This design comes from an exercise in tuning for small area and a short achievable clock period on the open sky130 flow, not from production work. Only simulation tests tie the RTL to the original design; equivalence was not proved. Power and IR drop assume default switching activity.

--- config.mk ---
export PLATFORM = sky130hd
export DESIGN_NAME = singlecycle
export DESIGN_NICKNAME = singlecycle
export VERILOG_FILES = /design/flow/design.v
export SDC_FILE = /design/flow/constraint.sdc
export NUM_CORES = 4
export LEC_CHECK = 0
export CAP_MARGIN = 20
export CORE_MARGIN = 2
export CORE_UTILIZATION = 30
export PLACE_DENSITY = 0.5
export SETUP_SLACK_MARGIN = 1.0
export SLEW_MARGIN = 20
--- constraint.sdc ---
create_clock -name core_clock -period 28.0 [get_ports {i_clk}]
set_input_delay 5.6000 -clock core_clock [delete_from_list [all_inputs] [get_ports {i_clk}]]
set_output_delay 5.6000 -clock core_clock [all_outputs]
set_load 0.01 [all_outputs]
--- design.v ---
module singlecycle(i_clk, i_rst_n, o_pc, i_instr, o_dmem_addr, o_dmem_wdata, o_dmem_we, i_ld_data, o_pc_debug, o_insn_vld);
input  logic        i_clk, i_rst_n;
output logic [31:0] o_pc;
input  logic [31:0] i_instr;
output logic [31:0] o_dmem_addr;
output logic [31:0] o_dmem_wdata;
output logic        o_dmem_we;
input  logic [31:0] i_ld_data;
output logic        o_insn_vld;
output logic [31:0] o_pc_debug;
wire [4:0] opc = i_instr[6:2];
wire [2:0] f3  = i_instr[14:12];
wire [4:0] rd_a  = i_instr[11:7];
wire [4:0] rs1_a = i_instr[19:15];
wire [4:0] rs2_a = i_instr[24:20];
wire is_op     = (opc == 5'b01100);
wire is_opimm  = (opc == 5'b00100);
wire is_load   = (opc == 5'b00000);
wire is_store  = (opc == 5'b01000);
wire is_branch = (opc == 5'b11000);
wire is_jal    = (opc == 5'b11011);
wire is_jalr   = (opc == 5'b11001);
wire is_lui    = (opc == 5'b01101);
wire is_auipc  = (opc == 5'b00101);
assign o_insn_vld = is_op | is_opimm | is_load | is_store | is_branch |
                    is_jal | is_jalr | is_lui | is_auipc;
assign o_dmem_we  = is_store;
wire rd_wren = is_op | is_opimm | is_load | is_jal | is_jalr | is_lui | is_auipc;
wire [31:0] imm_i = {{20{i_instr[31]}}, i_instr[31:20]};
wire [31:0] imm_s = {{20{i_instr[31]}}, i_instr[31:25], i_instr[11:7]};
wire [31:0] imm_b = {{20{i_instr[31]}}, i_instr[7], i_instr[30:25], i_instr[11:8], 1'b0};
wire [31:0] imm_j = {{12{i_instr[31]}}, i_instr[19:12], i_instr[20], i_instr[30:21], 1'b0};
wire [31:0] imm_u = {i_instr[31:12], 12'b0};
logic [31:0] pc, pc_dbg;
logic [31:0] rf [1:31];
logic [31:0] rs1, rs2;
always_comb begin
	rs1 = 32'b0;
	rs2 = 32'b0;
	for (int k = 1; k < 32; k++) begin
		rs1 = rs1 | (rf[k] & {32{rs1_a == k[4:0]}});
		rs2 = rs2 | (rf[k] & {32{rs2_a == k[4:0]}});
	end
end
wire [31:0] imm_ls  = (i_instr[5] & ~i_instr[6]) ? imm_s : imm_i;
wire [31:0] addr    = rs1 + imm_ls;
assign o_dmem_addr  = addr;
assign o_dmem_wdata = rs2;
wire        use_imm = ~i_instr[5];             
wire [31:0] opb     = use_imm ? imm_i : rs2;
wire        sub     = is_branch | (f3[2:1] == 2'b01) | (is_op & (f3 == 3'b000) & i_instr[30]);
wire [31:0] opbx    = opb ^ {32{sub}};
wire [32:0] sum     = {1'b0, rs1} + {1'b0, opbx} + {32'b0, sub};
wire        ltu     = ~sum[32];
wire        lt      = (rs1[31] ^ opb[31]) ? rs1[31] : sum[31];
wire [31:0] x_xor   = rs1 ^ opb;
wire        eq      = (x_xor == 32'b0);
wire [4:0]  shamt   = opb[4:0];
wire        left    = ~f3[2];
wire        fill    = f3[2] & i_instr[30] & rs1[31];
logic [31:0] sh_in, sh1, sh2, sh4, sh8, sh16, sh_out;
always_comb begin
	for (int k = 0; k < 32; k++) sh_in[k] = left ? rs1[31-k] : rs1[k];
	sh1  = shamt[0] ? {fill, sh_in[31:1]}       : sh_in;
	sh2  = shamt[1] ? {{2{fill}}, sh1[31:2]}    : sh1;
	sh4  = shamt[2] ? {{4{fill}}, sh2[31:4]}    : sh2;
	sh8  = shamt[3] ? {{8{fill}}, sh4[31:8]}    : sh4;
	sh16 = shamt[4] ? {{16{fill}}, sh8[31:16]}  : sh8;
	for (int k = 0; k < 32; k++) sh_out[k] = left ? sh16[31-k] : sh16[k];
end
logic [31:0] alu;
always_comb begin
	case (f3)
		3'b000: alu = sum[31:0];
		3'b001: alu = sh_out;
		3'b010: alu = {31'b0, lt};
		3'b011: alu = {31'b0, ltu};
		3'b100: alu = x_xor;
		3'b101: alu = sh_out;
		3'b110: alu = rs1 | opb;
		default: alu = rs1 & opb;
	endcase
end
wire [31:0] pc4    = pc + 32'd4;
wire [31:0] imm_t  = is_branch ? imm_b : is_jal ? imm_j : imm_u;
wire [31:0] pc_tgt = pc + imm_t;
wire        taken  = (f3[2] ? (f3[1] ? ltu : lt) : eq) ^ f3[0];
wire        jump   = is_jal | (is_branch & taken);
wire [31:0] pc_nxt = is_jalr ? addr : jump ? pc_tgt : pc4;
wire [31:0] wb = is_load  ? i_ld_data :
                 is_lui   ? imm_u :
                 is_auipc ? pc_tgt :
                 (is_jal | is_jalr) ? pc4 : alu;
wire [31:0] wd = wb & {32{i_rst_n}};
wire        we = rd_wren | ~i_rst_n;
always_ff @(posedge i_clk) begin
	for (int k = 1; k < 32; k++)
		if (we & (~i_rst_n | (rd_a == k[4:0])))
			rf[k] <= wd;
end
always_ff @(posedge i_clk) begin
	if (!i_rst_n) begin
		pc     <= 32'b0;
		pc_dbg <= 32'b0;
	end else begin
		pc     <= pc_nxt;
		pc_dbg <= pc;
	end
end
assign o_pc       = pc;
assign o_pc_debug = pc_dbg;
endmodule
--- run.sh ---
#!/bin/bash
# synth_recipe.tcl (not shown) runs the flow's synth.tcl, then flattens the netlist and writes it again
# the make line also repeats each setting of config.mk as NAME=value (left out here)
make -C /OpenROAD-flow-scripts/flow DESIGN_CONFIG=/design/flow/config.mk WORK_HOME=/design/flow/orfs CLKGATE_MAP_FILE= SYNTH_SCRIPT=/design/flow/synth_recipe.tcl finish
==> results of run 1 <==
==> state kept, by name, summed over array words and instances (netlist names) <==
register / cells
rf: 992
pc: 32
pc_dbg: 32
==> layout by cell type, fill, tap and decap left out, types with 52 or more instances in the layout <==
cell type	instances
nand4_1	128
xnor2_1	65
a22oi_1	570
o21ai_0	129
nand2_1	353
edfxtp_1	992
ha_1	157
nor3_1	52
a21o_1	70
nand3_1	165
a221oi_1	69
nor2_4	64
dfxtp_1	64
a21oi_1	184
inv_1	99
a2111oi_0	97
xor2_1	69
nor2_1	250
mux2i_1	62
buf_4	235
clkbuf_16	118
and3_1	355
clkdlybuf4s50_1	180
==> per-layer routing <==
layer | GRT usage [%] | vias to the layer above | wire length, um | share of wire [%]
li1 | - | 21080 | - | -
met1 | 42.30 | 27240 | 122700 | 36
met2 | 48.36 | 5583 | 141700 | 41
met3 | 10.85 | 1426 | 50450 | 15
met4 | 22.12 | 18 | 27720 | 8.1
met5 | 0 | - | 122 | 0.036
==> area by class of cell <==
type	count	area, um2	area share (%)
antenna	31	77.57	0.1138
clock buffer	137	3034	4.450
clock inverter	77	865.8	1.270
inverter	105	394.1	0.5781
multi-input combinational	3644	25940	38.04
sequential	1056	31070	45.57
tap	2526	3161	4.636
timing repair buffer	428	3641	5.340
==> Yosys cell counts, drive strengths merged (28+ instances only) <==
cell,instances
o21ai,140
nand2,355
ha,157
nor2,326
a221oi,72
a2111oi,105
clkbuf,299
a21oi,208
nor3,56
mux2i,62
a21o,70
buf,95
nand2b,30
inv,103
xor2,69
xnor2,65
and3,357
nand3b,41
nand3,165
a31oi,37
or4,38
nand4,128
edfxtp,992
a22oi,572
nor4,28
nor2b,28
and2,51
a22o,42
dfxtp,64
a211oi,35
a222oi,30
==> per-stage QoR <==
stage                     power, mW  hold slack, ns  area (um2)  util, %  worst slack, ns
final                         4.850          0.5677       68180    35.40            8.544
after global routing          4.942          0.5811       68150    35.39            8.458
after CTS                     4.789          0.5687       68100    35.36            8.891
after detailed placement      3.211          0.5567       64200    33.34            8.914
after global placement        3.211          0.5568       64180    33.33            8.947
after floorplan               2.603          0.4970       58140        -            12.22
==> worst max-delay path by stage <==
stage                            endpoint  slack [ns]  depth (start not counted)
final                     o_dmem_addr[30]        8.54                         22
after global routing      o_dmem_addr[30]        8.46                         22
after CTS                 o_dmem_addr[30]        8.89                         22
after detailed placement  o_dmem_addr[30]        8.91                         22
after global placement    o_dmem_addr[30]        8.95                         23
after floorplan           o_dmem_addr[30]       12.22                         24
==> logic make-up after synthesis <==
group                      after synthesis  synth area share [%]
muxes                                  110                 2.501
adders and majority gates              160                 3.482
DFF                                   1056                 53.44
xor gates and xnor gates               134                 2.019
and+or+nand+nor                       1697                 15.40
AOI/OAI and AO/OA                     1543                 19.54
buffers and inverters                  499                 3.617
==> power by group <==
part	total [mW]	switching, mW	internal [mW]
clock	1.61	0.694	0.913
sequential	2.02	0.0871	1.93
combinational	1.23	0.867	0.361
==> flow_summary.yaml, run 1 <==
die:
  coreArea_mm2: 0.1926
  num_rows: 161
  die_w_um: 444.2
  start_util_pct: 30.19
  die_h_um: 444.2
  ios: 196
  fp.dieArea_mm2: 0.1973
clock_network:
  cts_tree: "built"
  htreeDepth: 3
  cts_max_path_buffers: 3
  cts_sinks: 1056
  cts_root_buffer: "clkbuf_16"
  cts-hold-fix-buffers: 0
  path_clk_slew_ns: 0.06
  clk_latency_ns: 0.80
  ctsResizeCount: 0
  cts_buffers: 115
  post_cts.repair.setup_buffers: 0
timing:
  hold_viol: 0
  drv_slew: 0
  fmax_mhz: 51.40
  finClkSkew_ns: 0.06964
  relSlewSlack_pct: 15.61
  setup_violations: 0
  post-route-period-util_pct: 69.49
  worst_slew_pin_slew_ns: 1.256
  setup_tns_ns: 0
  period_needed_ns: 19.46
  rsz0062_at_grt: "false"
synthesis:
  synthDistinctLibCells: 101
  ys_warn_count: 2
  yosys-top-cells-area: "edfxtp_1 (51%), a22oi_1 (7.4%), and3_1 (3.8%)"
  ys_seq_area_share_pct: 53.44
  ys_ff_latch: 1056
  synth_nets: 5425
  postSynthCellCount: 5199
  async_flop_share_pct: 0
  synth_top_area_share_pct: 51.23
  avgSynthCellArea_um2: 11.18
  synth.largest_area_cell: "edfxtp_1"
  ys.flop_type: "edfxtp_1"
  netlist_area_mm2: 0.05814
  synth-edff-count: 992
hold_path:
  whs_path_depth: 1
  hp-start: "pc[30]"
  min_to: "pc_dbg[30]"
  hold_class: "flip-flop to flip-flop"
drt:
  vias: 55340
  viasPerCell: 6.914
  drc: 0
  detail-route-antenna-nets: 0
  drt_first_iter_violations: 12190
  finalWirelength_mm: 342.6
  first_pass_iters: 9
  wl_per_cell_um: 42.81
pwr:
  pwr_density_cell_mw_per_mm2: 71.13
  ir_drop_v: 0.00006467
  p_leak_nw: 25.32
worst_setup_path:
  rr_startpoint: "rf[31][0]"
  critPathKind: "input pin to primary output"
  worst_ep_arrival_time_ns: 13.86
  cp-startpoint: "i_instr[15]"
  cp_data_required_time_ns: 22.40
  path_max_fanout: 30
  r2r-end: "pc[17]"
  critPathSlowestCell: "or4_1"
  path_cells: "buf_2 -> buf_4 -> buf_4 -> nand2b_1 -> nor2_4 -> buf_4 -> a2111oi_0 -> nand4_1 -> or4_1 -> ha_1 -> a21boi_0 -> o221ai_1 -> a211o_1 -> a31oi_1 -> a41oi_1 -> nand3_1 -> o211ai_1 -> o21ai_0 -> o21a_1 -> nor2_1 -> xnor2_1 -> clkdlybuf4s50_1"
  cp-end-kind: "primary output"
  cp_top_family: "compound AO/OA/AOI/OAI gates"
  critPathMaxStageDelay_ns: 0.90
  critPathMostFrequentCell: "buf_4"
  path_buf_inv: 5
  rr_worst_depth: 24
  r2r_slack_ns: 19.91
  critPathLaunchType: "input pin"
cells_and_area:
  area_delta_synth_final_pct: 17.26
  layout-drive-gt1-share_pct: 11.86
  final_cells: 8004
  fill_cells: 18980
  finalNetCount: 5576
global_route:
  grt_pass1_wl_mm: 451.8
  grt_pass1_vias: 51180
  overflow: 0
  track_usage_pct: 33.35
  antenna_found_initial: 38
  grt_max_degree: 57
outcome:
  outcome: "timing/DRC/antenna clean"
placed_design:
  dp_cells: 7759
  io_buffers: 193
  dpl.hpwl_mm: 205.5
  place_congestion: 0.9737
flow_run:
  drv_cap: 0
==> run 2: changes to the inputs <==
--- a/design.v
+++ b/design.v
@@ -1,3 +1,17 @@
+module aoi222(input logic a1, input logic a2, input logic b1, input logic b2,
+              input logic c1, input logic c2, output logic y);
+assign y = ~((a1 & a2) | (b1 & b2) | (c1 & c2));
+endmodule
+module rd_bit(input logic [31:1] d, input logic [31:1] s, output logic y);
+logic [10:0] n;
+genvar g;
+generate for (g = 0; g < 10; g++) begin : g_t
+	aoi222 u (.a1(d[3*g+1]), .a2(s[3*g+1]), .b1(d[3*g+2]), .b2(s[3*g+2]),
+	          .c1(d[3*g+3]), .c2(s[3*g+3]), .y(n[g]));
+end endgenerate
+assign n[10] = ~(d[31] & s[31]);
+assign y = ~&n;
+endmodule
 module singlecycle(i_clk, i_rst_n, o_pc, i_instr, o_dmem_addr, o_dmem_wdata, o_dmem_we, i_ld_data, o_pc_debug, o_insn_vld);
 input  logic        i_clk, i_rst_n;
 output logic [31:0] o_pc;
@@ -33,18 +47,31 @@
 wire [31:0] imm_u = {i_instr[31:12], 12'b0};
 logic [31:0] pc, pc_dbg;
 logic [31:0] rf [1:31];
+logic [31:1] s1, s2;
+always_comb
+	for (int k = 1; k < 32; k++) begin
+		s1[k] = (rs1_a == k[4:0]);
+		s2[k] = (rs2_a == k[4:0]);
+	end
 logic [31:0] rs1, rs2;
-always_comb begin
-	rs1 = 32'b0;
-	rs2 = 32'b0;
-	for (int k = 1; k < 32; k++) begin
-		rs1 = rs1 | (rf[k] & {32{rs1_a == k[4:0]}});
-		rs2 = rs2 | (rf[k] & {32{rs2_a == k[4:0]}});
+genvar b;
+generate for (b = 0; b < 32; b++) begin : g_rd
+	logic [31:1] col;
+	for (genvar k = 1; k < 32; k++) begin : g_col
+		assign col[k] = rf[k][b];
 	end
-end
-wire [31:0] imm_ls  = (i_instr[5] & ~i_instr[6]) ? imm_s : imm_i;
-wire [31:0] addr    = rs1 + imm_ls;
-assign o_dmem_addr  = addr;
+	rd_bit u1 (.d(col), .s(s1), .y(rs1[b]));
+	rd_bit u2 (.d(col), .s(s2), .y(rs2[b]));
+end endgenerate
+wire        pcrel   = is_branch | is_jal | is_auipc;
+wire        use_rs1 = ~pcrel & ~is_lui;
+wire [31:0] base    = (pc & {32{pcrel}}) | (rs1 & {32{use_rs1}});
+wire [31:0] imm_x   = is_branch ? imm_b :
+                      is_jal    ? imm_j :
+                      (is_lui | is_auipc) ? imm_u :
+                      is_store  ? imm_s : imm_i;
+wire [31:0] tgt     = base + imm_x;
+assign o_dmem_addr  = tgt;
 assign o_dmem_wdata = rs2;
 wire        use_imm = ~i_instr[5];             
 wire [31:0] opb     = use_imm ? imm_i : rs2;
@@ -81,15 +108,12 @@
 		default: alu = rs1 & opb;
 	endcase
 end
-wire [31:0] pc4    = pc + 32'd4;
-wire [31:0] imm_t  = is_branch ? imm_b : is_jal ? imm_j : imm_u;
-wire [31:0] pc_tgt = pc + imm_t;
+wire [31:0] pc4    = {pc[31:2] + 30'd1, pc[1:0]};
 wire        taken  = (f3[2] ? (f3[1] ? ltu : lt) : eq) ^ f3[0];
-wire        jump   = is_jal | (is_branch & taken);
-wire [31:0] pc_nxt = is_jalr ? addr : jump ? pc_tgt : pc4;
-wire [31:0] wb = is_load  ? i_ld_data :
-                 is_lui   ? imm_u :
-                 is_auipc ? pc_tgt :
+wire        jump   = is_jal | is_jalr | (is_branch & taken);
+wire [31:0] pc_nxt = jump ? tgt : pc4;
+wire [31:0] wb = is_load ? i_ld_data :
+                 (is_lui | is_auipc) ? tgt :
                  (is_jal | is_jalr) ? pc4 : alu;
 wire [31:0] wd = wb & {32{i_rst_n}};
 wire        we = rd_wren | ~i_rst_n;
--- a/config.mk
+++ b/config.mk
@@ -11,3 +11,5 @@
 export PLACE_DENSITY = 0.5
 export SETUP_SLACK_MARGIN = 1.0
 export SLEW_MARGIN = 20
+export SYNTH_HIERARCHICAL = 1
+export SYNTH_MINIMUM_KEEP_SIZE = 0
==> flow_summary.yaml, run 2 <==
timing:
  finClkSkew_ns: 0.09302
  post-route-period-util_pct: 67.81
  drv_slew: 0
  rsz0062_at_grt: "false"
  setup_violations: 0
  period_needed_ns: 18.99
  relSlewSlack_pct: 14.12
  whs_ns: 0.5386
  setup_tns_ns: 0
  worst_slew_pin_slew_ns: 1.276
  hold_viol: 0
  fmax_mhz: 52.67
global_route:
  grt_max_degree: 65
  antenna_found_initial: 13
  track_usage_pct: 26.78
  grt_pass1_vias: 41250
  overflow: 0
  grt_pass1_wl_mm: 331.0
cells_and_area:
  top_regs: "rf: 992 flops, pc: 32 flops, pc_dbg: 32 flops"
  design_area_mm2: 0.06146
  final_cells: 6517
  finalNetCount: 4380
  layout_common_cells: "edfxtp_1 (992), a222oi_1 (642), nand2_1 (246)"
  max_flop_register: "rf"
  largest_reg_flops: 992
  area_delta_synth_final_pct: 19.43
  final_common_cell: "edfxtp_1"
  layout-drive-gt1-share_pct: 12.68
synthesis:
  synth_top_area_share_pct: 57.89
  postSynthCellCount: 3839
  yosys.area_share.simple_pct: 8.362
  avgSynthCellArea_um2: 13.40
  synth_top_family_by_area: "compound AO/OA/AOI/OAI gates"
  synth_nets: 4035
  async_flop_share_pct: 0
  synth_xor_xnor_area_share_pct: 2.008
  synthAdderAreaFrac_pct: 3.190
  synth-edff-count: 992
  synth.area.mux_share_pct: 2.650
  yosys-top-cells-area: "edfxtp_1 (58%), a222oi_1 (12%), ha_1 (3.1%)"
  synth.most_common_cell: "edfxtp_1"
  ys.flop_type: "edfxtp_1"
  synth.largest_area_cell: "edfxtp_1"
  synth-compound-area-share_pct: 21.69
  ys_seq_area_share_pct: 60.38
  ys_warn_count: 8
  synth_common_cells: "edfxtp_1 (992), a222oi_1 (642), nand2_1 (246)"
  ys_ff_latch: 1056
  synthDistinctLibCells: 85
  netlist_area_mm2: 0.05146
worst_setup_path:
  critPathLaunchType: "input pin"
  cp_top_family: "compound AO/OA/AOI/OAI gates"
  cp-end-kind: "primary output"
  path_cells: "clkdlybuf4s50_1 -> inv_1 -> nand2_1 -> nor2_4 -> buf_4 -> a222oi_1 -> nand4_1 -> a2111o_1 -> a22o_1 -> ha_1 -> o21ai_0 -> nor4_1 -> a211oi_1 -> o21ai_0 -> o221ai_1 -> a31oi_1 -> xor2_1 -> clkdlybuf4s50_1"
  critPathKind: "input pin to primary output"
  path_max_fanout: 32
  worst_ep_arrival_time_ns: 13.39
  path_buf_inv: 4
  critPathMaxStageDelay_ns: 0.80
  cp-startpoint: "i_instr[17]"
  critPathSlowestCell: "a2111o_1"
  rr_startpoint: "rf[1][0]"
  cp_data_required_time_ns: 22.40
die:
  coreArea_mm2: 0.1710
  num_rows: 152
  fp.dieArea_mm2: 0.1749
  die_w_um: 418.2
  start_util_pct: 30.10
  die_h_um: 418.2
  ios: 196
drt:
  vias: 43340
  first_pass_iters: 15
  finalWirelength_mm: 243.3
  detail-route-antenna-nets: 0
  wl_per_cell_um: 37.34
  drc: 0
  drt_first_iter_violations: 8370
  viasPerCell: 6.651
clock_network:
  cts_root_buffer: "clkbuf_16"
  clk_latency_ns: 0.76
  cts_sinks: 1056
  cts_tree: "built"
  cts-hold-fix-buffers: 0
  htreeDepth: 3
  ctsResizeCount: 0
  path_clk_slew_ns: 0.06
  cts_max_path_buffers: 3
  post_cts.repair.setup_buffers: 0
  cts_buffers: 107
placed_design:
  io_buffers: 193
  dpl.hpwl_mm: 153.6
  dp_cells: 6308
  place_congestion: 0.9932
  placed_area_mm2: 0.05794
flow_run:
  drv_cap: 0
pwr:
  p_leak_nw: 21.15
  pwr_density_cell_mw_per_mm2: 78.88
  ir_drop_v: 0.00005403
hold_path:
  hold_class: "flip-flop to flip-flop"
  hp-start: "pc[20]"
outcome:
  outcome: "timing/DRC/antenna clean"
==> run 2: final timing paths <==
check / slack [ns] / cells past startpoint / endpoint
max: 9.01 / 18 / o_dmem_addr[29]
min: 0.54 / 2 / pc_dbg[20]
max reg2reg: 20.28 / 18 / pc[10]
min reg2reg: 0.54 / 2 / pc_dbg[20]
==> run 2: area by class of cell <==
type | count | area, um2
diodes | 10 | 25.02
multi-input cells | 2560 | 20490
clock buffers | 130 | 2785
clock inverters | 69 | 706.9
fillers | 16510 | 109500
well taps | 2233 | 2794
inverters | 87 | 326.6
repair buffers | 372 | 3253
flip-flops and latches | 1056 | 31070
==> run 2: through the flow <==
step	setup WS, ns	util (%)	power (mW)
2_1_floorplan	11.66	-	2.745
3_3_place_gp	9.246	33.88	3.375
3_5_place_dp	9.284	33.89	3.386
4_1_cts	9.278	35.93	4.823
5_1_grt	8.859	35.93	4.995
6_report	9.014	35.94	4.847
==> run 2: logic make-up after synthesis <==
group | after synthesis
compound gates | 1326
flops | 1056
simple gates | 875
buf+inv | 223
fa+ha+maj | 130
xor+xnor | 118
mux | 111
==> run 2: worst register-to-register path, delay by kind of cell (launching register included) <==
kind | cells | cell delay, ns
buf+inv | 2 | 0.63
simple gates | 2 | 0.80
mux | 1 | 0.25
fa+ha+maj | 1 | 0.57
flops | 1 | 0.38
compound gates | 12 | 4.95
==> run 2: per-module statistics from Yosys (local to each module, per instance) <==
module,flops+latches,copies in the design
rd_bit,0,64
aoi222,0,640
singlecycle,1056,1
==> run 2: layer usage <==
layer	part of all wire, %	track usage, %	vias to the layer above
met4	5.9	13.64	6
met3	12	7.157	608
met5	0.023	0	-
met2	44	40.98	3092
met1	38	34.80	21970
li1	-	-	17670
==> run 2: where the power goes <==
part | switching (mW) | leakage [nW] | internal (mW)
clock network | 0.648 | 1.68 | 0.804
registers | 0.111 | 10.2 | 1.96
logic | 0.888 | 9.26 | 0.432
total | 1.65 | 21.2 | 3.20
==> run 3: changes to the inputs <==
==> flow/run.sh (new file) <==
#!/bin/bash
set -euo pipefail
MARGIN=$(cat flow/margin.txt)
bash standard.sh SETUP_SLACK_MARGIN=$MARGIN finish > flow_make.log 2>&1
==> flow/margin.txt (new file) <==
13
==> standard.sh (new file) <==
#!/bin/bash
# synth_recipe.tcl (not shown) runs the flow's synth.tcl, then flattens the netlist and writes it again
# the make line also repeats each setting of config.mk as NAME=value (left out here)
make -C /OpenROAD-flow-scripts/flow DESIGN_CONFIG=/design/flow/config.mk WORK_HOME=/design/flow/orfs CLKGATE_MAP_FILE= SYNTH_SCRIPT=/design/flow/synth_recipe.tcl "${@:-finish}"
--- a/config.mk
+++ b/config.mk
@@ -9,7 +9,6 @@
 export CORE_MARGIN = 2
 export CORE_UTILIZATION = 30
 export PLACE_DENSITY = 0.5
-export SETUP_SLACK_MARGIN = 1.0
 export SLEW_MARGIN = 20
 export SYNTH_HIERARCHICAL = 1
 export SYNTH_MINIMUM_KEEP_SIZE = 0
removed: run.sh
==> flow_summary.yaml, run 3 <==
cells_and_area:
  fill_cells: 16400
  area_delta_synth_final_pct: 24.81
  multi_input_area_mm2: 0.02148
  final_util_pct: 37.56
  top_regs: "rf: 992 flops, pc: 32 flops, pc_dbg: 32 flops"
  design_area_mm2: 0.06422
  max_flop_register: "rf"
  largest_reg_flops: 992
  final_cells: 6675
  final_common_cell: "edfxtp_1"
  finalNetCount: 4535
  area.sequential_mm2: 0.03107
  layout_common_cells: "edfxtp_1 (992), a222oi_1 (642), buf_4 (278)"
  layout-drive-gt1-share_pct: 19.52
clock_network:
  htreeDepth: 3
  path_clk_slew_ns: 0.08
  cts_max_path_buffers: 3
  cts_root_buffer: "clkbuf_16"
  cts_buffers: 108
  clk_latency_ns: 0.78
  cts-hold-fix-buffers: 0
  cts_sinks: 1056
  cts_tree: "built"
flow_run:
  drv_cap: 0
timing:
  rsz0062_at_grt: "true"
  relSlewSlack_pct: 28.19
  period_needed_ns: 16.23
  setup_violations: 0
  worst_slew_pin_slew_ns: 1.073
  drv_slew: 0
  fmax_mhz: 61.61
  setup_tns_ns: 0
  hold_viol: 0
  finClkSkew_ns: 0.08301
  post-route-period-util_pct: 57.97
drt:
  wl_met2_mm: 109.9
  wl_met3_mm: 30.64
  first_pass_iters: 13
  routed.top_layer: "met5"
  wl_met1_mm: 96.46
  viasPerCell: 6.648
  drt_first_iter_violations: 8975
  wl_per_cell_um: 37.48
  detail-route-antenna-nets: 0
  drc: 0
  vias: 44380
  finalWirelength_mm: 250.2
synthesis:
  synthDistinctLibCells: 85
  avgSynthCellArea_um2: 13.40
  synth_top_area_share_pct: 57.89
  netlist_area_mm2: 0.05146
  synth.largest_area_cell: "edfxtp_1"
  synth_nets: 4035
  ys_seq_area_share_pct: 60.38
  ys.flop_type: "edfxtp_1"
  yosys-top-cells-area: "edfxtp_1 (58%), a222oi_1 (12%), ha_1 (3.1%)"
  async_flop_share_pct: 0
  synth-edff-count: 992
  ys_warn_count: 8
  synth.most_common_cell: "edfxtp_1"
  synth_common_cells: "edfxtp_1 (992), a222oi_1 (642), nand2_1 (246)"
  postSynthCellCount: 3839
  ys_ff_latch: 1056
worst_setup_path:
  rr_startpoint: "rf[16][0]"
  r2r_slack_ns: 20.08
  critPathSlowestCell: "or4_1"
  worst_ep_arrival_time_ns: 10.63
  r2r-end: "pc[8]"
  critPathLaunchType: "input pin"
  critPathMaxStageDelay_ns: 0.51
  cp_data_required_time_ns: 22.40
  rr_worst_depth: 17
  cp-end-kind: "primary output"
  critPathKind: "input pin to primary output"
  path_max_fanout: 7
placed_design:
  place_congestion: 0.9609
  dpl.hpwl_mm: 154.7
  dp_cells: 6311
  placed_area_mm2: 0.05808
  io_buffers: 193
pwr:
  p_leak_nw: 22.45
  pwr_density_cell_mw_per_mm2: 78.00
  power_mw: 5.009
  ir_drop_v: 0.00005206
die:
  coreArea_mm2: 0.1710
  die_w_um: 418.2
  die_h_um: 418.2
  ios: 196
  num_rows: 152
  start_util_pct: 30.10
  fp.dieArea_mm2: 0.1749
hold_path:
  hold_class: "flip-flop to flip-flop"
  hp-start: "pc[23]"
  min_to: "pc_dbg[23]"
  whs_path_depth: 1
global_route:
  overflow: 0
  track_usage_pct: 27.29
  grt_max_degree: 53
  grt_pass1_wl_mm: 336.2
  grt_pass1_vias: 41900
  antenna_found_initial: 15
outcome:
  outcome: "timing/DRC/antenna clean"
-- run 3: cell counts after synthesis --
No cell type changed its count.
-- run 3: modules after synthesis, one instance, submodules excluded --
module       cells inside  area, um2
aoi222                  1      10.01
singlecycle          2943      43290
rd_bit                  4      27.53
-- run 3: area by class of cell --
type                            count  share of cell area (%)
Antenna cell                       11                 0.04286
Inverter                           87                  0.5377
Sequential cell                  1056                   48.38
Tap cell                         2233                   4.350
Multi-Input combinational cell   2560                   33.45
Clock buffer                      127                   4.319
Timing Repair Buffer              526                   7.748
Clock inverter                     75                   1.175
-- run 3: per-stage QoR --
stage	worst slack, ns	hold WS [ns]
floorplan	13.00	0.5227
global placement	9.282	0.5465
detailed placement	9.315	0.5545
CTS	11.81	0.5349
global route	11.66	0.5614
finish	11.77	0.5356
-- run 3: logic make-up after synthesis --
family                     synth area share [%]
AOI/OAI and AO/OA                         21.69
DFF                                       60.38
and+or+nand+nor                           8.362
buffers and inverters                     1.717
adders and majority gates                 3.190
xor gates and xnor gates                  2.008
muxes                                     2.650
-- run 3: worst max-delay path by stage --
stage	to	slack (ns)	startpoint
2_1_floorplan	o_dmem_addr[31]	13.00	i_instr[16]
3_3_place_gp	o_dmem_addr[30]	9.28	i_instr[16]
3_5_place_dp	o_dmem_addr[30]	9.32	i_instr[16]
4_1_cts	o_dmem_addr[30]	11.81	i_instr[18]
5_1_grt	o_dmem_addr[30]	11.66	i_instr[15]
6_report	o_dmem_addr[31]	11.77	i_instr[15]
-- run 3: what timing repair did --
| item | CTS | global route |
|---|---|---|
| gates resized for setup | 343 | 71 |
| setup buffers | 86 | 54 |
| hold endpoints to repair | 0 | 0 |
| pin swaps | 88 | 78 |
| cloned | 5 | 6 |
| endpoints found under the setup margin | 64 | 32 |
-- run 3: power by group --
part           switching (mW)  internal (mW)  leakage, nW
logic                   0.940          0.529         10.5
clock network           0.659          0.806         1.71
registers               0.111           1.96         10.2
total                    1.71           3.30         22.4
-- run 3: metal layers --
metal	global-route usage, %	vias to the layer above
met4	12.43	8
li1	-	17990
met5	0	-
met3	6.526	566
met1	36.61	22600
met2	41.66	3219
-- run 3: critical path, delay by kind of cell --
kind,cells,cell delay (ns)
fa+ha+maj,1,0.26
compound gates,9,2.01
buf+inv,10,1.44
simple gates,5,1.29

re-timing with driven ports:
Ports are ideal in the flow. The routed layouts listed here were re-timed in OpenROAD.
Step 1: set_driving_cell puts a clkbuf_16 on i_clk and a buf_2 on each other input, an assumption about the parent block.
Step 2 moves the port delays by t, midway between the first and last clock arrival at a register: inputs arrive t later, outputs are due t later. That takes back most of the time a late clock gives input paths.
Three values: no drivers, after step 1, after step 2; two values: the first two.
run | shift t [ns] | setup WS [ns] | worst hold slack (ns) | latest minus earliest clock arrival (ns) | worst slew at a driven data input, ns
run 1 | 0.856 | 8.544 / 8.524 / 8.524 | 0.568 / 0.568 / 0.568 | 0.070 / 0.070 | 0.39
run 2 | 0.801 | 9.014 / 8.993 / 8.993 | 0.539 / 0.539 / 0.539 | 0.094 / 0.094 | 0.12
run 3 | 0.809 | 11.768 / 11.681 / 11.681 | 0.536 / 0.536 / 0.536 | 0.083 / 0.083 | 0.13
After both steps setup and hold are still met in every run listed. For run 3, which loses most, drivers alone change the setup slack by -0.087 ns; drivers and shift together by -0.087 ns.
